Context: an optimization exercise on an open-source flow, tuned for small area, a short achievable clock period and few clock cycles per item. The choices shown serve that exercise and are no tape-out recipe.
In this exercise RTL edits were held to simulation tests only and were not proved equivalent to the original.
Power is estimated from default activity; no workload was simulated.

==> flow/design.v <==
module md5round(
  input  [31:0] io_a,
  input  [31:0] io_b,
  input  [31:0] io_c,
  input  [31:0] io_d,
  input  [31:0] io_m,
  input  [4:0]  io_s,
  input  [31:0] io_t,
  input  [1:0]  io_r,
  output [31:0] io_next_a
);
  wire [31:0] _res_T = io_b & io_c;  
  wire [31:0] _res_T_1 = ~io_b;  
  wire [31:0] _res_T_2 = _res_T_1 & io_d;  
  wire [31:0] _res_T_3 = _res_T | _res_T_2;  
  wire [31:0] _res_T_5 = io_a + _res_T_3;  
  wire [31:0] _res_T_7 = _res_T_5 + io_m;  
  wire [31:0] _res_T_9 = _res_T_7 + io_t;  
  wire [31:0] _res_T_10 = io_b & io_d;  
  wire [31:0] _res_T_11 = ~io_d;  
  wire [31:0] _res_T_12 = io_c & _res_T_11;  
  wire [31:0] _res_T_13 = _res_T_10 | _res_T_12;  
  wire [31:0] _res_T_15 = io_a + _res_T_13;  
  wire [31:0] _res_T_17 = _res_T_15 + io_m;  
  wire [31:0] _res_T_19 = _res_T_17 + io_t;  
  wire [31:0] _res_T_20 = io_b ^ io_c;  
  wire [31:0] _res_T_21 = _res_T_20 ^ io_d;  
  wire [31:0] _res_T_23 = io_a + _res_T_21;  
  wire [31:0] _res_T_25 = _res_T_23 + io_m;  
  wire [31:0] _res_T_27 = _res_T_25 + io_t;  
  wire [31:0] _res_T_29 = io_b | _res_T_11;  
  wire [31:0] _res_T_30 = io_c ^ _res_T_29;  
  wire [31:0] _res_T_32 = io_a + _res_T_30;  
  wire [31:0] _res_T_34 = _res_T_32 + io_m;  
  wire [31:0] _res_T_36 = _res_T_34 + io_t;  
  wire [31:0] _GEN_0 = 2'h3 == io_r ? _res_T_36 : 32'h0;  
  wire [31:0] _GEN_1 = 2'h2 == io_r ? _res_T_27 : _GEN_0;  
  wire [31:0] _GEN_2 = 2'h1 == io_r ? _res_T_19 : _GEN_1;  
  wire [31:0] res = 2'h0 == io_r ? _res_T_9 : _GEN_2;  
  wire [62:0] _GEN_3 = {{31'd0}, res};  
  wire [62:0] _io_next_a_T = _GEN_3 << io_s;  
  wire [5:0] _GEN_4 = {{1'd0}, io_s};  
  wire [5:0] _io_next_a_T_2 = 6'h20 - _GEN_4;  
  wire [31:0] _io_next_a_T_3 = res >> _io_next_a_T_2;  
  wire [62:0] _GEN_5 = {{31'd0}, _io_next_a_T_3};  
  wire [62:0] _io_next_a_T_4 = _io_next_a_T | _GEN_5;  
  wire [62:0] _GEN_6 = {{31'd0}, io_b};  
  wire [62:0] _io_next_a_T_6 = _GEN_6 + _io_next_a_T_4;  
  assign io_next_a = _io_next_a_T_6[31:0];  
endmodule
module md5(
  input          clock,
  input          reset,
  input  [127:0] io_in,
  input          io_in_valid,
  output [127:0] io_out,
  output         io_out_valid,
  output         io_ready
);
  wire [31:0] md5Round_io_a;  
  wire [31:0] md5Round_io_b;  
  wire [31:0] md5Round_io_c;  
  wire [31:0] md5Round_io_d;  
  wire [31:0] md5Round_io_m;  
  wire [4:0] md5Round_io_s;  
  wire [31:0] md5Round_io_t;  
  wire [1:0] md5Round_io_r;  
  wire [31:0] md5Round_io_next_a;  
  reg [31:0] A;  
  reg [31:0] B;  
  reg [31:0] C;  
  reg [31:0] D;  
  reg [31:0] AA;  
  reg [31:0] BB;  
  reg [31:0] CC;  
  reg [31:0] DD;  
  reg [3:0] phase;  
  reg [7:0] state;  
  reg [511:0] msg;  
  reg  out_r;  
  wire [7:0] _out_r_T = {{5'd0}, state[7:5]};  
  wire [95:0] _io_out_T_1 = {A,B,C};  
  wire [7:0] _T_129 = {{6'd0}, state[7:6]};  
  wire [7:0] _T_101 = {{4'd0}, state[7:4]};  
  wire  _T_124 = phase == 4'hf;  
  wire [7:0] _T_77 = {{3'd0}, state[7:3]};  
  wire [7:0] _T_53 = {{2'd0}, state[7:2]};  
  wire [7:0] _T_29 = {{1'd0}, state[7:1]};  
  wire [7:0] _GEN_15 = state[0] & io_in_valid ? 8'h2 : state;  
  wire [7:0] _GEN_90 = _T_124 ? 8'h4 : _GEN_15;  
  wire [7:0] _GEN_103 = _T_29[0] ? _GEN_90 : _GEN_15;  
  wire [7:0] _GEN_162 = _T_124 ? 8'h8 : _GEN_103;  
  wire [7:0] _GEN_175 = _T_53[0] ? _GEN_162 : _GEN_103;  
  wire [7:0] _GEN_234 = _T_124 ? 8'h10 : _GEN_175;  
  wire [7:0] _GEN_247 = _T_77[0] ? _GEN_234 : _GEN_175;  
  wire [7:0] _GEN_306 = phase == 4'hf ? 8'h20 : _GEN_247;  
  wire [7:0] _GEN_319 = _T_101[0] ? _GEN_306 : _GEN_247;  
  wire [7:0] _GEN_324 = _out_r_T[0] ? 8'h40 : _GEN_319;  
  wire [7:0] next_state = _T_129[0] ? 8'h1 : _GEN_324;  
  wire [7:0] _T_2 = {{1'd0}, next_state[7:1]};  
  wire  _T_6 = _T_2[0] & state[0];  
  wire [31:0] _Anext_T_1 = A + AA;  
  wire  _T_104 = 2'h0 == phase[1:0];  
  wire [31:0] _GEN_38 = _T_104 ? md5Round_io_next_a : A;  
  wire [31:0] _GEN_92 = _T_29[0] ? _GEN_38 : A;  
  wire [31:0] _GEN_110 = _T_104 ? md5Round_io_next_a : _GEN_92;  
  wire [31:0] _GEN_164 = _T_53[0] ? _GEN_110 : _GEN_92;  
  wire [31:0] _GEN_182 = _T_104 ? md5Round_io_next_a : _GEN_164;  
  wire [31:0] _GEN_236 = _T_77[0] ? _GEN_182 : _GEN_164;  
  wire [31:0] _GEN_254 = 2'h0 == phase[1:0] ? md5Round_io_next_a : _GEN_236;  
  wire [31:0] _Bnext_T_1 = B + BB;  
  wire  _T_33 = 2'h1 == phase[1:0];  
  wire  _T_34 = 2'h2 == phase[1:0];  
  wire  _T_35 = 2'h3 == phase[1:0];  
  wire [31:0] _GEN_32 = 2'h3 == phase[1:0] ? md5Round_io_next_a : B;  
  wire [31:0] _GEN_34 = 2'h2 == phase[1:0] ? B : _GEN_32;  
  wire [31:0] _GEN_37 = 2'h1 == phase[1:0] ? B : _GEN_34;  
  wire [31:0] _GEN_41 = _T_104 ? B : _GEN_37;  
  wire [31:0] _GEN_95 = _T_29[0] ? _GEN_41 : B;  
  wire [31:0] _GEN_104 = _T_35 ? md5Round_io_next_a : _GEN_95;  
  wire [31:0] _GEN_106 = _T_34 ? _GEN_95 : _GEN_104;  
  wire [31:0] _GEN_109 = _T_33 ? _GEN_95 : _GEN_106;  
  wire [31:0] _GEN_113 = _T_104 ? _GEN_95 : _GEN_109;  
  wire [31:0] _GEN_167 = _T_53[0] ? _GEN_113 : _GEN_95;  
  wire [31:0] _GEN_176 = _T_35 ? md5Round_io_next_a : _GEN_167;  
  wire [31:0] _GEN_178 = _T_34 ? _GEN_167 : _GEN_176;  
  wire [31:0] _GEN_181 = _T_33 ? _GEN_167 : _GEN_178;  
  wire [31:0] _GEN_185 = _T_104 ? _GEN_167 : _GEN_181;  
  wire [31:0] _GEN_239 = _T_77[0] ? _GEN_185 : _GEN_167;  
  wire [31:0] _GEN_248 = _T_35 ? md5Round_io_next_a : _GEN_239;  
  wire [31:0] _GEN_250 = _T_34 ? _GEN_239 : _GEN_248;  
  wire [31:0] _GEN_253 = _T_33 ? _GEN_239 : _GEN_250;  
  wire [31:0] _GEN_257 = 2'h0 == phase[1:0] ? _GEN_239 : _GEN_253;  
  wire [31:0] _Cnext_T_1 = C + CC;  
  wire [31:0] _GEN_33 = 2'h2 == phase[1:0] ? md5Round_io_next_a : C;  
  wire [31:0] _GEN_36 = 2'h1 == phase[1:0] ? C : _GEN_33;  
  wire [31:0] _GEN_40 = _T_104 ? C : _GEN_36;  
  wire [31:0] _GEN_94 = _T_29[0] ? _GEN_40 : C;  
  wire [31:0] _GEN_105 = _T_34 ? md5Round_io_next_a : _GEN_94;  
  wire [31:0] _GEN_108 = _T_33 ? _GEN_94 : _GEN_105;  
  wire [31:0] _GEN_112 = _T_104 ? _GEN_94 : _GEN_108;  
  wire [31:0] _GEN_166 = _T_53[0] ? _GEN_112 : _GEN_94;  
  wire [31:0] _GEN_177 = _T_34 ? md5Round_io_next_a : _GEN_166;  
  wire [31:0] _GEN_180 = _T_33 ? _GEN_166 : _GEN_177;  
  wire [31:0] _GEN_184 = _T_104 ? _GEN_166 : _GEN_180;  
  wire [31:0] _GEN_238 = _T_77[0] ? _GEN_184 : _GEN_166;  
  wire [31:0] _GEN_249 = _T_34 ? md5Round_io_next_a : _GEN_238;  
  wire [31:0] _GEN_252 = _T_33 ? _GEN_238 : _GEN_249;  
  wire [31:0] _GEN_256 = 2'h0 == phase[1:0] ? _GEN_238 : _GEN_252;  
  wire [31:0] _Dnext_T_1 = D + DD;  
  wire [31:0] _GEN_35 = 2'h1 == phase[1:0] ? md5Round_io_next_a : D;  
  wire [31:0] _GEN_39 = _T_104 ? D : _GEN_35;  
  wire [31:0] _GEN_93 = _T_29[0] ? _GEN_39 : D;  
  wire [31:0] _GEN_107 = _T_33 ? md5Round_io_next_a : _GEN_93;  
  wire [31:0] _GEN_111 = _T_104 ? _GEN_93 : _GEN_107;  
  wire [31:0] _GEN_165 = _T_53[0] ? _GEN_111 : _GEN_93;  
  wire [31:0] _GEN_179 = _T_33 ? md5Round_io_next_a : _GEN_165;  
  wire [31:0] _GEN_183 = _T_104 ? _GEN_165 : _GEN_179;  
  wire [31:0] _GEN_237 = _T_77[0] ? _GEN_183 : _GEN_165;  
  wire [31:0] _GEN_251 = _T_33 ? md5Round_io_next_a : _GEN_237;  
  wire [31:0] _GEN_255 = 2'h0 == phase[1:0] ? _GEN_237 : _GEN_251;  
  wire [3:0] _phase_T_1 = phase + 4'h1;  
  wire [511:0] _msg_T = {io_in,io_in,io_in,io_in};  
  wire [31:0] _GEN_16 = _T_35 ? B : 32'h0;  
  wire [31:0] _GEN_17 = _T_35 ? C : 32'h0;  
  wire [31:0] _GEN_18 = _T_35 ? D : 32'h0;  
  wire [31:0] _GEN_19 = _T_35 ? A : 32'h0;  
  wire [31:0] _GEN_20 = _T_34 ? C : _GEN_16;  
  wire [31:0] _GEN_21 = _T_34 ? D : _GEN_17;  
  wire [31:0] _GEN_22 = _T_34 ? A : _GEN_18;  
  wire [31:0] _GEN_23 = _T_34 ? B : _GEN_19;  
  wire [31:0] _GEN_24 = _T_33 ? D : _GEN_20;  
  wire [31:0] _GEN_25 = _T_33 ? A : _GEN_21;  
  wire [31:0] _GEN_26 = _T_33 ? B : _GEN_22;  
  wire [31:0] _GEN_27 = _T_33 ? C : _GEN_23;  
  wire [31:0] cya = _T_104 ? A : _GEN_24;  
  wire [31:0] cyb = _T_104 ? B : _GEN_25;  
  wire [31:0] cyc = _T_104 ? C : _GEN_26;  
  wire [31:0] cyd = _T_104 ? D : _GEN_27;  
  wire  _T_36 = phase == 4'h0;  
  wire [31:0] _GEN_42 = phase == 4'h0 ? msg[31:0] : 32'h0;  
  wire [4:0] _GEN_43 = phase == 4'h0 ? 5'h7 : 5'h0;  
  wire [31:0] _GEN_44 = phase == 4'h0 ? 32'hd76aa478 : 32'h0;  
  wire  _T_37 = phase == 4'h1;  
  wire [31:0] _GEN_45 = phase == 4'h1 ? msg[63:32] : _GEN_42;  
  wire [4:0] _GEN_46 = phase == 4'h1 ? 5'hc : _GEN_43;  
  wire [31:0] _GEN_47 = phase == 4'h1 ? 32'he8c7b756 : _GEN_44;  
  wire  _T_38 = phase == 4'h2;  
  wire [31:0] _GEN_48 = phase == 4'h2 ? msg[95:64] : _GEN_45;  
  wire [4:0] _GEN_49 = phase == 4'h2 ? 5'h11 : _GEN_46;  
  wire [31:0] _GEN_50 = phase == 4'h2 ? 32'h242070db : _GEN_47;  
  wire  _T_39 = phase == 4'h3;  
  wire [31:0] _GEN_51 = phase == 4'h3 ? msg[127:96] : _GEN_48;  
  wire [4:0] _GEN_52 = phase == 4'h3 ? 5'h16 : _GEN_49;  
  wire [31:0] _GEN_53 = phase == 4'h3 ? 32'hc1bdceee : _GEN_50;  
  wire  _T_40 = phase == 4'h4;  
  wire [31:0] _GEN_54 = phase == 4'h4 ? msg[159:128] : _GEN_51;  
  wire [4:0] _GEN_55 = phase == 4'h4 ? 5'h7 : _GEN_52;  
  wire [31:0] _GEN_56 = phase == 4'h4 ? 32'hf57c0faf : _GEN_53;  
  wire  _T_41 = phase == 4'h5;  
  wire [31:0] _GEN_57 = phase == 4'h5 ? msg[191:160] : _GEN_54;  
  wire [4:0] _GEN_58 = phase == 4'h5 ? 5'hc : _GEN_55;  
  wire [31:0] _GEN_59 = phase == 4'h5 ? 32'h4787c62a : _GEN_56;  
  wire  _T_42 = phase == 4'h6;  
  wire [31:0] _GEN_60 = phase == 4'h6 ? msg[223:192] : _GEN_57;  
  wire [4:0] _GEN_61 = phase == 4'h6 ? 5'h11 : _GEN_58;  
  wire [31:0] _GEN_62 = phase == 4'h6 ? 32'ha8304613 : _GEN_59;  
  wire  _T_43 = phase == 4'h7;  
  wire [31:0] _GEN_63 = phase == 4'h7 ? msg[255:224] : _GEN_60;  
  wire [4:0] _GEN_64 = phase == 4'h7 ? 5'h16 : _GEN_61;  
  wire [31:0] _GEN_65 = phase == 4'h7 ? 32'hfd469501 : _GEN_62;  
  wire  _T_44 = phase == 4'h8;  
  wire [31:0] _GEN_66 = phase == 4'h8 ? msg[287:256] : _GEN_63;  
  wire [4:0] _GEN_67 = phase == 4'h8 ? 5'h7 : _GEN_64;  
  wire [31:0] _GEN_68 = phase == 4'h8 ? 32'h698098d8 : _GEN_65;  
  wire  _T_45 = phase == 4'h9;  
  wire [31:0] _GEN_69 = phase == 4'h9 ? msg[319:288] : _GEN_66;  
  wire [4:0] _GEN_70 = phase == 4'h9 ? 5'hc : _GEN_67;  
  wire [31:0] _GEN_71 = phase == 4'h9 ? 32'h8b44f7af : _GEN_68;  
  wire  _T_46 = phase == 4'ha;  
  wire [31:0] _GEN_72 = phase == 4'ha ? msg[351:320] : _GEN_69;  
  wire [4:0] _GEN_73 = phase == 4'ha ? 5'h11 : _GEN_70;  
  wire [31:0] _GEN_74 = phase == 4'ha ? 32'hffff5bb1 : _GEN_71;  
  wire  _T_47 = phase == 4'hb;  
  wire [31:0] _GEN_75 = phase == 4'hb ? msg[383:352] : _GEN_72;  
  wire [4:0] _GEN_76 = phase == 4'hb ? 5'h16 : _GEN_73;  
  wire [31:0] _GEN_77 = phase == 4'hb ? 32'h895cd7be : _GEN_74;  
  wire  _T_48 = phase == 4'hc;  
  wire [31:0] _GEN_78 = phase == 4'hc ? msg[415:384] : _GEN_75;  
  wire [4:0] _GEN_79 = phase == 4'hc ? 5'h7 : _GEN_76;  
  wire [31:0] _GEN_80 = phase == 4'hc ? 32'h6b901122 : _GEN_77;  
  wire  _T_49 = phase == 4'hd;  
  wire [31:0] _GEN_81 = phase == 4'hd ? msg[447:416] : _GEN_78;  
  wire [4:0] _GEN_82 = phase == 4'hd ? 5'hc : _GEN_79;  
  wire [31:0] _GEN_83 = phase == 4'hd ? 32'hfd987193 : _GEN_80;  
  wire  _T_50 = phase == 4'he;  
  wire [31:0] _GEN_84 = phase == 4'he ? msg[479:448] : _GEN_81;  
  wire [4:0] _GEN_85 = phase == 4'he ? 5'h11 : _GEN_82;  
  wire [31:0] _GEN_86 = phase == 4'he ? 32'ha679438e : _GEN_83;  
  wire [31:0] _GEN_87 = _T_124 ? msg[511:480] : _GEN_84;  
  wire [4:0] _GEN_88 = _T_124 ? 5'h16 : _GEN_85;  
  wire [31:0] _GEN_89 = _T_124 ? 32'h49b40821 : _GEN_86;  
  wire [31:0] _GEN_96 = _T_29[0] ? cya : 32'h0;  
  wire [31:0] _GEN_97 = _T_29[0] ? cyb : 32'h0;  
  wire [31:0] _GEN_98 = _T_29[0] ? cyc : 32'h0;  
  wire [31:0] _GEN_99 = _T_29[0] ? cyd : 32'h0;  
  wire [31:0] _GEN_100 = _T_29[0] ? _GEN_87 : 32'h0;  
  wire [4:0] _GEN_101 = _T_29[0] ? _GEN_88 : 5'h0;  
  wire [31:0] _GEN_102 = _T_29[0] ? _GEN_89 : 32'h0;  
  wire [31:0] _GEN_114 = _T_36 ? msg[31:0] : _GEN_100;  
  wire [4:0] _GEN_115 = _T_36 ? 5'h5 : _GEN_101;  
  wire [31:0] _GEN_116 = _T_36 ? 32'hf61e2562 : _GEN_102;  
  wire [31:0] _GEN_117 = _T_37 ? msg[287:256] : _GEN_114;  
  wire [4:0] _GEN_118 = _T_37 ? 5'h9 : _GEN_115;  
  wire [31:0] _GEN_119 = _T_37 ? 32'hc040b340 : _GEN_116;  
  wire [31:0] _GEN_120 = _T_38 ? msg[63:32] : _GEN_117;  
  wire [4:0] _GEN_121 = _T_38 ? 5'he : _GEN_118;  
  wire [31:0] _GEN_122 = _T_38 ? 32'h265e5a51 : _GEN_119;  
  wire [31:0] _GEN_123 = _T_39 ? msg[319:288] : _GEN_120;  
  wire [4:0] _GEN_124 = _T_39 ? 5'h14 : _GEN_121;  
  wire [31:0] _GEN_125 = _T_39 ? 32'he9b6c7aa : _GEN_122;  
  wire [31:0] _GEN_126 = _T_40 ? msg[95:64] : _GEN_123;  
  wire [4:0] _GEN_127 = _T_40 ? 5'h5 : _GEN_124;  
  wire [31:0] _GEN_128 = _T_40 ? 32'hd62f105d : _GEN_125;  
  wire [31:0] _GEN_129 = _T_41 ? msg[351:320] : _GEN_126;  
  wire [4:0] _GEN_130 = _T_41 ? 5'h9 : _GEN_127;  
  wire [31:0] _GEN_131 = _T_41 ? 32'h2441453 : _GEN_128;  
  wire [31:0] _GEN_132 = _T_42 ? msg[127:96] : _GEN_129;  
  wire [4:0] _GEN_133 = _T_42 ? 5'he : _GEN_130;  
  wire [31:0] _GEN_134 = _T_42 ? 32'hd8a1e681 : _GEN_131;  
  wire [31:0] _GEN_135 = _T_43 ? msg[383:352] : _GEN_132;  
  wire [4:0] _GEN_136 = _T_43 ? 5'h14 : _GEN_133;  
  wire [31:0] _GEN_137 = _T_43 ? 32'he7d3fbc8 : _GEN_134;  
  wire [31:0] _GEN_138 = _T_44 ? msg[159:128] : _GEN_135;  
  wire [4:0] _GEN_139 = _T_44 ? 5'h5 : _GEN_136;  
  wire [31:0] _GEN_140 = _T_44 ? 32'h21e1cde6 : _GEN_137;  
  wire [31:0] _GEN_141 = _T_45 ? msg[415:384] : _GEN_138;  
  wire [4:0] _GEN_142 = _T_45 ? 5'h9 : _GEN_139;  
  wire [31:0] _GEN_143 = _T_45 ? 32'hc33707d6 : _GEN_140;  
  wire [31:0] _GEN_144 = _T_46 ? msg[191:160] : _GEN_141;  
  wire [4:0] _GEN_145 = _T_46 ? 5'he : _GEN_142;  
  wire [31:0] _GEN_146 = _T_46 ? 32'hf4d50d87 : _GEN_143;  
  wire [31:0] _GEN_147 = _T_47 ? msg[447:416] : _GEN_144;  
  wire [4:0] _GEN_148 = _T_47 ? 5'h14 : _GEN_145;  
  wire [31:0] _GEN_149 = _T_47 ? 32'h455a14ed : _GEN_146;  
  wire [31:0] _GEN_150 = _T_48 ? msg[223:192] : _GEN_147;  
  wire [4:0] _GEN_151 = _T_48 ? 5'h5 : _GEN_148;  
  wire [31:0] _GEN_152 = _T_48 ? 32'ha9e3e905 : _GEN_149;  
  wire [31:0] _GEN_153 = _T_49 ? msg[479:448] : _GEN_150;  
  wire [4:0] _GEN_154 = _T_49 ? 5'h9 : _GEN_151;  
  wire [31:0] _GEN_155 = _T_49 ? 32'hfcefa3f8 : _GEN_152;  
  wire [31:0] _GEN_156 = _T_50 ? msg[255:224] : _GEN_153;  
  wire [4:0] _GEN_157 = _T_50 ? 5'he : _GEN_154;  
  wire [31:0] _GEN_158 = _T_50 ? 32'h676f02d9 : _GEN_155;  
  wire [31:0] _GEN_159 = _T_124 ? msg[511:480] : _GEN_156;  
  wire [4:0] _GEN_160 = _T_124 ? 5'h14 : _GEN_157;  
  wire [31:0] _GEN_161 = _T_124 ? 32'h8d2a4c8a : _GEN_158;  
  wire [31:0] _GEN_168 = _T_53[0] ? cya : _GEN_96;  
  wire [31:0] _GEN_169 = _T_53[0] ? cyb : _GEN_97;  
  wire [31:0] _GEN_170 = _T_53[0] ? cyc : _GEN_98;  
  wire [31:0] _GEN_171 = _T_53[0] ? cyd : _GEN_99;  
  wire [31:0] _GEN_172 = _T_53[0] ? _GEN_159 : _GEN_100;  
  wire [4:0] _GEN_173 = _T_53[0] ? _GEN_160 : _GEN_101;  
  wire [31:0] _GEN_174 = _T_53[0] ? _GEN_161 : _GEN_102;  
  wire [31:0] _GEN_186 = _T_36 ? msg[31:0] : _GEN_172;  
  wire [4:0] _GEN_187 = _T_36 ? 5'h4 : _GEN_173;  
  wire [31:0] _GEN_188 = _T_36 ? 32'hfffa3942 : _GEN_174;  
  wire [31:0] _GEN_189 = _T_37 ? msg[159:128] : _GEN_186;  
  wire [4:0] _GEN_190 = _T_37 ? 5'hb : _GEN_187;  
  wire [31:0] _GEN_191 = _T_37 ? 32'h8771f681 : _GEN_188;  
  wire [31:0] _GEN_192 = _T_38 ? msg[287:256] : _GEN_189;  
  wire [4:0] _GEN_193 = _T_38 ? 5'h10 : _GEN_190;  
  wire [31:0] _GEN_194 = _T_38 ? 32'h6d9d6122 : _GEN_191;  
  wire [31:0] _GEN_195 = _T_39 ? msg[415:384] : _GEN_192;  
  wire [4:0] _GEN_196 = _T_39 ? 5'h17 : _GEN_193;  
  wire [31:0] _GEN_197 = _T_39 ? 32'hfde5380c : _GEN_194;  
  wire [31:0] _GEN_198 = _T_40 ? msg[63:32] : _GEN_195;  
  wire [4:0] _GEN_199 = _T_40 ? 5'h4 : _GEN_196;  
  wire [31:0] _GEN_200 = _T_40 ? 32'ha4beea44 : _GEN_197;  
  wire [31:0] _GEN_201 = _T_41 ? msg[191:160] : _GEN_198;  
  wire [4:0] _GEN_202 = _T_41 ? 5'hb : _GEN_199;  
  wire [31:0] _GEN_203 = _T_41 ? 32'h4bdecfa9 : _GEN_200;  
  wire [31:0] _GEN_204 = _T_42 ? msg[319:288] : _GEN_201;  
  wire [4:0] _GEN_205 = _T_42 ? 5'h10 : _GEN_202;  
  wire [31:0] _GEN_206 = _T_42 ? 32'hf6bb4b60 : _GEN_203;  
  wire [31:0] _GEN_207 = _T_43 ? msg[447:416] : _GEN_204;  
  wire [4:0] _GEN_208 = _T_43 ? 5'h17 : _GEN_205;  
  wire [31:0] _GEN_209 = _T_43 ? 32'hbebfbc70 : _GEN_206;  
  wire [31:0] _GEN_210 = _T_44 ? msg[95:64] : _GEN_207;  
  wire [4:0] _GEN_211 = _T_44 ? 5'h4 : _GEN_208;  
  wire [31:0] _GEN_212 = _T_44 ? 32'h289b7ec6 : _GEN_209;  
  wire [31:0] _GEN_213 = _T_45 ? msg[223:192] : _GEN_210;  
  wire [4:0] _GEN_214 = _T_45 ? 5'hb : _GEN_211;  
  wire [31:0] _GEN_215 = _T_45 ? 32'heaa127fa : _GEN_212;  
  wire [31:0] _GEN_216 = _T_46 ? msg[351:320] : _GEN_213;  
  wire [4:0] _GEN_217 = _T_46 ? 5'h10 : _GEN_214;  
  wire [31:0] _GEN_218 = _T_46 ? 32'hd4ef3085 : _GEN_215;  
  wire [31:0] _GEN_219 = _T_47 ? msg[479:448] : _GEN_216;  
  wire [4:0] _GEN_220 = _T_47 ? 5'h17 : _GEN_217;  
  wire [31:0] _GEN_221 = _T_47 ? 32'h4881d05 : _GEN_218;  
  wire [31:0] _GEN_222 = _T_48 ? msg[127:96] : _GEN_219;  
  wire [4:0] _GEN_223 = _T_48 ? 5'h4 : _GEN_220;  
  wire [31:0] _GEN_224 = _T_48 ? 32'hd9d4d039 : _GEN_221;  
  wire [31:0] _GEN_225 = _T_49 ? msg[255:224] : _GEN_222;  
  wire [4:0] _GEN_226 = _T_49 ? 5'hb : _GEN_223;  
  wire [31:0] _GEN_227 = _T_49 ? 32'he6db99e5 : _GEN_224;  
  wire [31:0] _GEN_228 = _T_50 ? msg[383:352] : _GEN_225;  
  wire [4:0] _GEN_229 = _T_50 ? 5'h10 : _GEN_226;  
  wire [31:0] _GEN_230 = _T_50 ? 32'h1fa27cf8 : _GEN_227;  
  wire [31:0] _GEN_231 = _T_124 ? msg[511:480] : _GEN_228;  
  wire [4:0] _GEN_232 = _T_124 ? 5'h17 : _GEN_229;  
  wire [31:0] _GEN_233 = _T_124 ? 32'hc4ac5665 : _GEN_230;  
  wire [1:0] _GEN_235 = _T_77[0] ? 2'h2 : {{1'd0}, _T_53[0]};  
  wire [31:0] _GEN_240 = _T_77[0] ? cya : _GEN_168;  
  wire [31:0] _GEN_241 = _T_77[0] ? cyb : _GEN_169;  
  wire [31:0] _GEN_242 = _T_77[0] ? cyc : _GEN_170;  
  wire [31:0] _GEN_243 = _T_77[0] ? cyd : _GEN_171;  
  wire [31:0] _GEN_244 = _T_77[0] ? _GEN_231 : _GEN_172;  
  wire [4:0] _GEN_245 = _T_77[0] ? _GEN_232 : _GEN_173;  
  wire [31:0] _GEN_246 = _T_77[0] ? _GEN_233 : _GEN_174;  
  wire [31:0] _GEN_258 = _T_36 ? msg[31:0] : _GEN_244;  
  wire [4:0] _GEN_259 = _T_36 ? 5'h6 : _GEN_245;  
  wire [31:0] _GEN_260 = _T_36 ? 32'hf4292244 : _GEN_246;  
  wire [31:0] _GEN_261 = _T_37 ? msg[95:64] : _GEN_258;  
  wire [4:0] _GEN_262 = _T_37 ? 5'ha : _GEN_259;  
  wire [31:0] _GEN_263 = _T_37 ? 32'h432aff97 : _GEN_260;  
  wire [31:0] _GEN_264 = _T_38 ? msg[159:128] : _GEN_261;  
  wire [4:0] _GEN_265 = _T_38 ? 5'hf : _GEN_262;  
  wire [31:0] _GEN_266 = _T_38 ? 32'hab9423a7 : _GEN_263;  
  wire [31:0] _GEN_267 = _T_39 ? msg[223:192] : _GEN_264;  
  wire [4:0] _GEN_268 = _T_39 ? 5'h15 : _GEN_265;  
  wire [31:0] _GEN_269 = _T_39 ? 32'hfc93a039 : _GEN_266;  
  wire [31:0] _GEN_270 = _T_40 ? msg[287:256] : _GEN_267;  
  wire [4:0] _GEN_271 = _T_40 ? 5'h6 : _GEN_268;  
  wire [31:0] _GEN_272 = _T_40 ? 32'h655b59c3 : _GEN_269;  
  wire [31:0] _GEN_273 = _T_41 ? msg[351:320] : _GEN_270;  
  wire [4:0] _GEN_274 = _T_41 ? 5'ha : _GEN_271;  
  wire [31:0] _GEN_275 = _T_41 ? 32'h8f0ccc92 : _GEN_272;  
  wire [31:0] _GEN_276 = _T_42 ? msg[415:384] : _GEN_273;  
  wire [4:0] _GEN_277 = _T_42 ? 5'hf : _GEN_274;  
  wire [31:0] _GEN_278 = _T_42 ? 32'hffeff47d : _GEN_275;  
  wire [31:0] _GEN_279 = _T_43 ? msg[479:448] : _GEN_276;  
  wire [4:0] _GEN_280 = _T_43 ? 5'h15 : _GEN_277;  
  wire [31:0] _GEN_281 = _T_43 ? 32'h85845dd1 : _GEN_278;  
  wire [31:0] _GEN_282 = _T_44 ? msg[63:32] : _GEN_279;  
  wire [4:0] _GEN_283 = _T_44 ? 5'h6 : _GEN_280;  
  wire [31:0] _GEN_284 = _T_44 ? 32'h6fa87e4f : _GEN_281;  
  wire [31:0] _GEN_285 = _T_45 ? msg[127:96] : _GEN_282;  
  wire [4:0] _GEN_286 = _T_45 ? 5'ha : _GEN_283;  
  wire [31:0] _GEN_287 = _T_45 ? 32'hfe2ce6e0 : _GEN_284;  
  wire [31:0] _GEN_288 = _T_46 ? msg[191:160] : _GEN_285;  
  wire [4:0] _GEN_289 = _T_46 ? 5'hf : _GEN_286;  
  wire [31:0] _GEN_290 = _T_46 ? 32'ha3014314 : _GEN_287;  
  wire [31:0] _GEN_291 = _T_47 ? msg[255:224] : _GEN_288;  
  wire [4:0] _GEN_292 = _T_47 ? 5'h15 : _GEN_289;  
  wire [31:0] _GEN_293 = _T_47 ? 32'h4e0811a1 : _GEN_290;  
  wire [31:0] _GEN_294 = _T_48 ? msg[319:288] : _GEN_291;  
  wire [4:0] _GEN_295 = _T_48 ? 5'h6 : _GEN_292;  
  wire [31:0] _GEN_296 = _T_48 ? 32'hf7537e82 : _GEN_293;  
  wire [31:0] _GEN_297 = _T_49 ? msg[383:352] : _GEN_294;  
  wire [4:0] _GEN_298 = _T_49 ? 5'ha : _GEN_295;  
  wire [31:0] _GEN_299 = _T_49 ? 32'hbd3af235 : _GEN_296;  
  wire [31:0] _GEN_300 = _T_50 ? msg[447:416] : _GEN_297;  
  wire [4:0] _GEN_301 = _T_50 ? 5'hf : _GEN_298;  
  wire [31:0] _GEN_302 = _T_50 ? 32'h2ad7d2bb : _GEN_299;  
  wire [31:0] _GEN_303 = _T_124 ? msg[511:480] : _GEN_300;  
  wire [4:0] _GEN_304 = _T_124 ? 5'h15 : _GEN_301;  
  wire [31:0] _GEN_305 = _T_124 ? 32'heb86d391 : _GEN_302;  
  md5round md5Round (  
    .io_a(md5Round_io_a),
    .io_b(md5Round_io_b),
    .io_c(md5Round_io_c),
    .io_d(md5Round_io_d),
    .io_m(md5Round_io_m),
    .io_s(md5Round_io_s),
    .io_t(md5Round_io_t),
    .io_r(md5Round_io_r),
    .io_next_a(md5Round_io_next_a)
  );
  assign io_out = {_io_out_T_1,D};  
  assign io_out_valid = out_r;  
  assign io_ready = state[0];  
  assign md5Round_io_a = _T_101[0] ? cya : _GEN_240;  
  assign md5Round_io_b = _T_101[0] ? cyb : _GEN_241;  
  assign md5Round_io_c = _T_101[0] ? cyc : _GEN_242;  
  assign md5Round_io_d = _T_101[0] ? cyd : _GEN_243;  
  assign md5Round_io_m = _T_101[0] ? _GEN_303 : _GEN_244;  
  assign md5Round_io_s = _T_101[0] ? _GEN_304 : _GEN_245;  
  assign md5Round_io_t = _T_101[0] ? _GEN_305 : _GEN_246;  
  assign md5Round_io_r = _T_101[0] ? 2'h3 : _GEN_235;  
  always @(posedge clock) begin
    if (reset) begin  
      A <= 32'h67452301;  
    end else if (next_state[0]) begin  
      A <= 32'h67452301;  
    end else if (_out_r_T[0]) begin  
      A <= _Anext_T_1;  
    end else if (_T_101[0]) begin  
      A <= _GEN_254;
    end else begin
      A <= _GEN_236;
    end
    if (reset) begin  
      B <= 32'hefcdab89;  
    end else if (next_state[0]) begin  
      B <= 32'hefcdab89;  
    end else if (_out_r_T[0]) begin  
      B <= _Bnext_T_1;  
    end else if (_T_101[0]) begin  
      B <= _GEN_257;
    end else begin
      B <= _GEN_239;
    end
    if (reset) begin  
      C <= 32'h98badcfe;  
    end else if (next_state[0]) begin  
      C <= 32'h98badcfe;  
    end else if (_out_r_T[0]) begin  
      C <= _Cnext_T_1;  
    end else if (_T_101[0]) begin  
      C <= _GEN_256;
    end else begin
      C <= _GEN_238;
    end
    if (reset) begin  
      D <= 32'h10325476;  
    end else if (next_state[0]) begin  
      D <= 32'h10325476;  
    end else if (_out_r_T[0]) begin  
      D <= _Dnext_T_1;  
    end else if (_T_101[0]) begin  
      D <= _GEN_255;
    end else begin
      D <= _GEN_237;
    end
    if (reset) begin  
      AA <= 32'h0;  
    end else if (next_state[0]) begin  
      AA <= 32'h0;  
    end else if (_T_2[0] & state[0]) begin  
      AA <= A;  
    end
    if (reset) begin  
      BB <= 32'h0;  
    end else if (next_state[0]) begin  
      BB <= 32'h0;  
    end else if (_T_2[0] & state[0]) begin  
      BB <= B;  
    end
    if (reset) begin  
      CC <= 32'h0;  
    end else if (next_state[0]) begin  
      CC <= 32'h0;  
    end else if (_T_2[0] & state[0]) begin  
      CC <= C;  
    end
    if (reset) begin  
      DD <= 32'h0;  
    end else if (next_state[0]) begin  
      DD <= 32'h0;  
    end else if (_T_2[0] & state[0]) begin  
      DD <= D;  
    end
    if (reset) begin  
      phase <= 4'h0;  
    end else if (_T_6) begin  
      phase <= 4'h0;  
    end else begin
      phase <= _phase_T_1;  
    end
    if (reset) begin  
      state <= 8'h1;  
    end else if (_T_129[0]) begin  
      state <= 8'h1;  
    end else if (_out_r_T[0]) begin  
      state <= 8'h40;  
    end else if (_T_101[0]) begin  
      state <= _GEN_306;
    end else begin
      state <= _GEN_247;
    end
    if (reset) begin  
      msg <= 512'h0;  
    end else if (next_state[0]) begin  
      msg <= 512'h0;  
    end else if (_T_6) begin  
      msg <= _msg_T;  
    end
    if (reset) begin  
      out_r <= 1'h0;  
    end else begin
      out_r <= _out_r_T[0];  
    end
  end
endmodule
==> flow/run.sh <==
#!/bin/bash
# synth_recipe.tcl (not shown) runs the flow's synth.tcl, then flattens the netlist and writes it again
# the make line also repeats each setting of config.mk as NAME=value (left out here)
make -C /OpenROAD-flow-scripts/flow DESIGN_CONFIG=/design/flow/config.mk WORK_HOME=/design/flow/orfs CLKGATE_MAP_FILE= SYNTH_SCRIPT=/design/flow/synth_recipe.tcl finish
==> flow/config.mk <==
export PLATFORM = sky130hd
export DESIGN_NAME = md5
export DESIGN_NICKNAME = md5
export VERILOG_FILES = /design/flow/design.v
export SDC_FILE = /design/flow/constraint.sdc
export NUM_CORES = 8
export LEC_CHECK = 0
export CAP_MARGIN = 20
export CORE_MARGIN = 2
export CORE_UTILIZATION = 30
export SETUP_SLACK_MARGIN = 0.4
export SLEW_MARGIN = 20
==> flow/constraint.sdc <==
create_clock -name core_clock -period 17.0 [get_ports {clock}]
set_input_delay 3.4000 -clock core_clock [delete_from_list [all_inputs] [get_ports {clock}]]
set_output_delay 3.4000 -clock core_clock [all_outputs]
set_load 0.01 [all_outputs]
==> tab_implementation.tex <==
\begin{tabular}{lr}
\hline
Metric & Value \\
\hline
\multicolumn{2}{l}{\textbf{Yosys}} \\
Count of yosys warnings during synthesis & 1 \\
Post-Syn Nets & 9673 \\
Proportion of register bits with asynchronous set or reset after synthesis & 0\% \\
Proportion of synthesized chip area in sequential cells & 13.0\% \\
Count of flip-flops with a built-in enable after synthesis & 0 \\
Synth Register Bits & 396 \\
Leading register cell type out of synthesis & sky130\_fd\_sc\_hd\_\_dfxtp\_1 \\
Post-synthesis cell type count & 103 \\
Area of the mapped netlist & 0.0611 mm² \\
Synth Instances & 9004 \\
Syn Area/Cell & 6.79 µm² \\
\multicolumn{2}{l}{\textbf{Setup path}} \\
Worst EP required & 17.62 ns \\
Worst setup path end & D[31]\$\_SDFF\_PP0\_ \\
Startpoint of the most critical setup path & phase[2]\$\_SDFF\_PP0\_ \\
Worst stage delay on the critical path & 0.82 ns \\
Top fanout value on the critical path & 44 \\
CP arrival & 17.09 ns \\
Reg-to-reg critical path startpoint & phase[2]\$\_SDFF\_PP0\_ \\
Worst Reg2Reg Path Length in Cells & 55 \\
Reg2Reg Setup Slack & 0.53 ns \\
Category of the most critical setup path & flop to flop \\
Cell seen most often among critical-path stages & sky130\_fd\_sc\_hd\_\_buf\_4 \\
Worst Setup End Kind & flop \\
Worst flop-to-flop path endpoint & D[31]\$\_SDFF\_PP0\_ \\
Worst-path cell with the longest stage delay & sky130\_fd\_sc\_hd\_\_dfxtp\_4 \\
Startpoint class of the critical path & flop \\
\multicolumn{2}{l}{\textbf{Final layout}} \\
NumNets Final & 9779 \\
Number of flip-flops under the largest register name & 128 \\
Area of all sequential standard cells & 0.00795 mm² \\
Post-route non-filler standard cell count & 11865 \\
Combined area of the multi-input logic cells & 0.0490 mm² \\
Most frequent cells in the layout & sky130\_fd\_sc\_hd\_\_nand2\_1, sky130\_fd\_sc\_hd\_\_a21oi\_1, sky130\_fd\_sc\_hd\_\_o21ai\_0 \\
Synthesis-to-finish area growth & 15.7\% \\
Number of fill cells in the layout & 21898 \\
Proportion of layout cells with a drive suffix above 1 & 10.1\% \\
Most common library cell in the layout ignoring fill and taps & sky130\_fd\_sc\_hd\_\_nand2\_1 \\
Top reg by flops & msg \\
\multicolumn{2}{l}{\textbf{Drt}} \\
1st-iter DRT viols & 12166 \\
Pre-Repair DR Iteration Count & 11 \\
Total Routed Length & 439000 µm \\
DRC violations left & 0 \\
Count of nets left with antenna violations after detail routing & 0 \\
Avg WL per Cell & 37.0 µm \\
Total via count in the routed design & 79578 \\
Average via count per standard cell & 6.71 \\
\multicolumn{2}{l}{\textbf{Die}} \\
Die width & 455 µm \\
Vertical die dimension & 455 µm \\
Number of primary I/O pins & 261 \\
Total core area & 0.202 mm² \\
Starting utilization of the core area & 30.2\% \\
Number of standard-cell rows in the floorplan & 165 \\
Die Area & 0.207 mm² \\
\multicolumn{2}{l}{\textbf{Place}} \\
Number of I/O port buffers & 260 \\
Global placement routability congestion & 1.14 \\
Inst Count DP & 11724 \\
Placed wire-length estimate after detailed placement & 324000 µm \\
\multicolumn{2}{l}{\textbf{Global routing}} \\
Via count of the first global-routing pass & 74303 \\
Global-route wire length before repair & 600000 µm \\
Total overflow reported by the global router & 0 \\
Total global-route track usage & 40.8\% \\
Initial antenna violation count & 60 \\
Largest net degree at the start of global routing & 127 \\
\multicolumn{2}{l}{\textbf{STA}} \\
Worst clock skew on the final layout & 0.0471 ns \\
Aggregate negative setup slack & 0 ns \\
Setup repair after global routing missed its margin & false \\
Clock period minus worst slack & 16.47 ns \\
Final Hold Violating Endpoints & 0 \\
Slew HR & 10.2\% \\
Pins over their slew limit & 0 \\
Post-route clock period utilization & 96.9\% \\
Worst Tran Pin Value & 1.34 ns \\
Max frequency & 0.0607 GHz \\
Count of endpoints failing setup in the final report & 0 \\
\multicolumn{2}{l}{\textbf{Min path}} \\
Critical hold path startpoint & BB[23]\$\_SDFFE\_PP0P\_ \\
Path class of the lowest-slack min-delay path & flop to flop \\
\multicolumn{2}{l}{\textbf{Clocking}} \\
Worst-Skew Late Latency & 0.73 ns \\
Clock net sink count & 396 \\
Number of buffers on the longest clock path & 3 \\
Hold buffer count at CTS & 0 \\
TritonCTS clock tree & built \\
Clock-pin slew reported for the worst setup and hold paths after clock tree synthesis & 0.06 ns \\
H-tree depth reported by CTS & 2 \\
CTS Buf Count & 49 \\
Clk root buf & sky130\_fd\_sc\_hd\_\_clkbuf\_16 \\
Post-CTS setup-driven buffer insertion count & 0 \\
\multicolumn{2}{l}{\textbf{Power}} \\
Power density over the cells & 76.5 mW/mm² \\
Maximum vdd ir drop & 0.0000827 V \\
Leakage power & 0.0285 µW \\
\multicolumn{2}{l}{\textbf{Outcome}} \\
Status & timing/DRC/antenna clean \\
\multicolumn{2}{l}{\textbf{Job}} \\
Max cap viols & 0 \\
\hline
\end{tabular}
==> cell usage after synthesis (all sizes together), types with 107 or more instances <==
master / instances / area [µm²]
dfxtp: 396 / 7930
o21ai: 790 / 3950
o22ai: 123 / 769
nor2: 788 / 2960
mux2i: 132 / 1320
fa: 253 / 5060
a21o: 120 / 901
a221oi: 146 / 1290
o211ai: 137 / 1030
nand2: 1314 / 4930
a31oi: 114 / 713
inv: 420 / 1580
nand3: 122 / 611
a21oi: 1026 / 5140
ha: 285 / 3570
a211oi: 198 / 1500
buf: 153 / 676
a22oi: 204 / 1530
nor3: 157 / 796
xnor2: 148 / 1300
clkbuf: 634 / 2380
xor2: 107 / 937
==> worst max-delay path, delay by kind of cell (launching register included) <==
family / cells / cell delay (ns)
AND/OR/NAND/NOR: 9 / 3.08
AO/OA/AOI/OAI: 29 / 7.93
buffers and inverters: 9 / 1.98
XOR/XNOR: 2 / 0.52
adder cells (fa/ha/maj): 5 / 1.69
multiplexers: 1 / 0.29
flip-flops: 1 / 0.82
==> metal layers <==
layer	track usage, %	routed length [µm]	part of all wire [%]	vias to the layer above
met5	1.86	937	0.21	-
met4	34.2	46000	10	46
met3	15.0	55100	13	1990
met2	58.9	177000	40	6110
met1	47.7	159000	36	38414
li1	-	-	-	33018
==> through the flow <==
step                      hold WS, ns  util [%]  power (µW)  setup WS (ns)  cell area, µm²
after global routing            0.471      34.9        5640          0.427           70600
after floorplan                 0.440         -        2890           4.28           61100
after detailed placement        0.451      34.0        4130           1.26           68800
final                           0.458      35.0        5410          0.527           70700
after global placement          0.445      34.0        4130           1.01           68800
after CTS                       0.459      34.8        5300           1.21           70500
==> cell type report <==
type | count | share of cell area [%]
Multi-Input combinational cell | 7399 | 69.2
Sequential cell | 396 | 11.2
Timing Repair Buffer | 842 | 9.95
Tap cell | 2672 | 4.73
Inverter | 422 | 2.25
Clock buffer | 63 | 1.92
Clock inverter | 28 | 0.508
Antenna cell | 43 | 0.152
==> power breakdown <==
group          internal [µW]  leakage [µW]  total, µW  switching [µW]
registers                963       0.00322       1050            86.3
clock network            661      0.000839       1150             490
logic                   1120        0.0244       3210            2090
total                   2750        0.0285       5410            2670
==> what timing repair did <==
item,CTS,global route
endpoints found under the hold margin,0,0
resized for setup,0,3
endpoints found under the setup margin,0,7
==> cell families (layout without fill, tap and decap cells) <==
family          count (synthesis)  in the layout  share of synthesized area [%]
mux                           205            205                           3.91
other cells                     0             43                              0
fa+ha+maj                     538            538                           14.1
buf+inv                      1209           1355                           7.59
simple gates                 2874           2874                           20.6
compound gates               3524           3524                           37.0
xor+xnor                      258            258                           3.77
flops                         396            396                           13.0
==> how the worst min path moves through the flow <==
stage / slack, ns / end / cells after the start
after CTS: 0.46 / CC[23]$_SDFFE_PP0P_ / 2
after floorplan: 0.44 / AA[0]$_SDFFE_PP0P_ / 2
after global placement: 0.45 / AA[13]$_SDFFE_PP0P_ / 2
after global routing: 0.47 / BB[23]$_SDFFE_PP0P_ / 2
final: 0.46 / BB[23]$_SDFFE_PP0P_ / 2
after detailed placement: 0.45 / CC[3]$_SDFFE_PP0P_ / 2
Testbench counts, summed over its fixed seeds: cycles 53,600, items 800.

re-timing with driven ports:
Ports are ideal in the flow. The routed layout listed here was re-timed in OpenROAD. Step 1: set_driving_cell puts a clkbuf_16 on clock and a buf_2 on each other input, an assumption about the parent block. Step 2 adds t to the input delays and takes it off the output delays; t is the mean of the earliest and latest rising clock arrival at the registers after step 1. Input paths then give back, and output paths get back, about the clock's delay inside the block. Slacks: ideal ports / drivers / drivers and shift; pairs: ideal ports / drivers.
t, ns: 0.791
slack for setup (ns): 0.527 / 0.527 / 0.527
worst slew at a driven data input, ns: 0.12
After both steps this run still meets setup and hold. For this run, drivers alone change the setup slack by 0.000 ns; drivers and shift together by 0.000 ns.
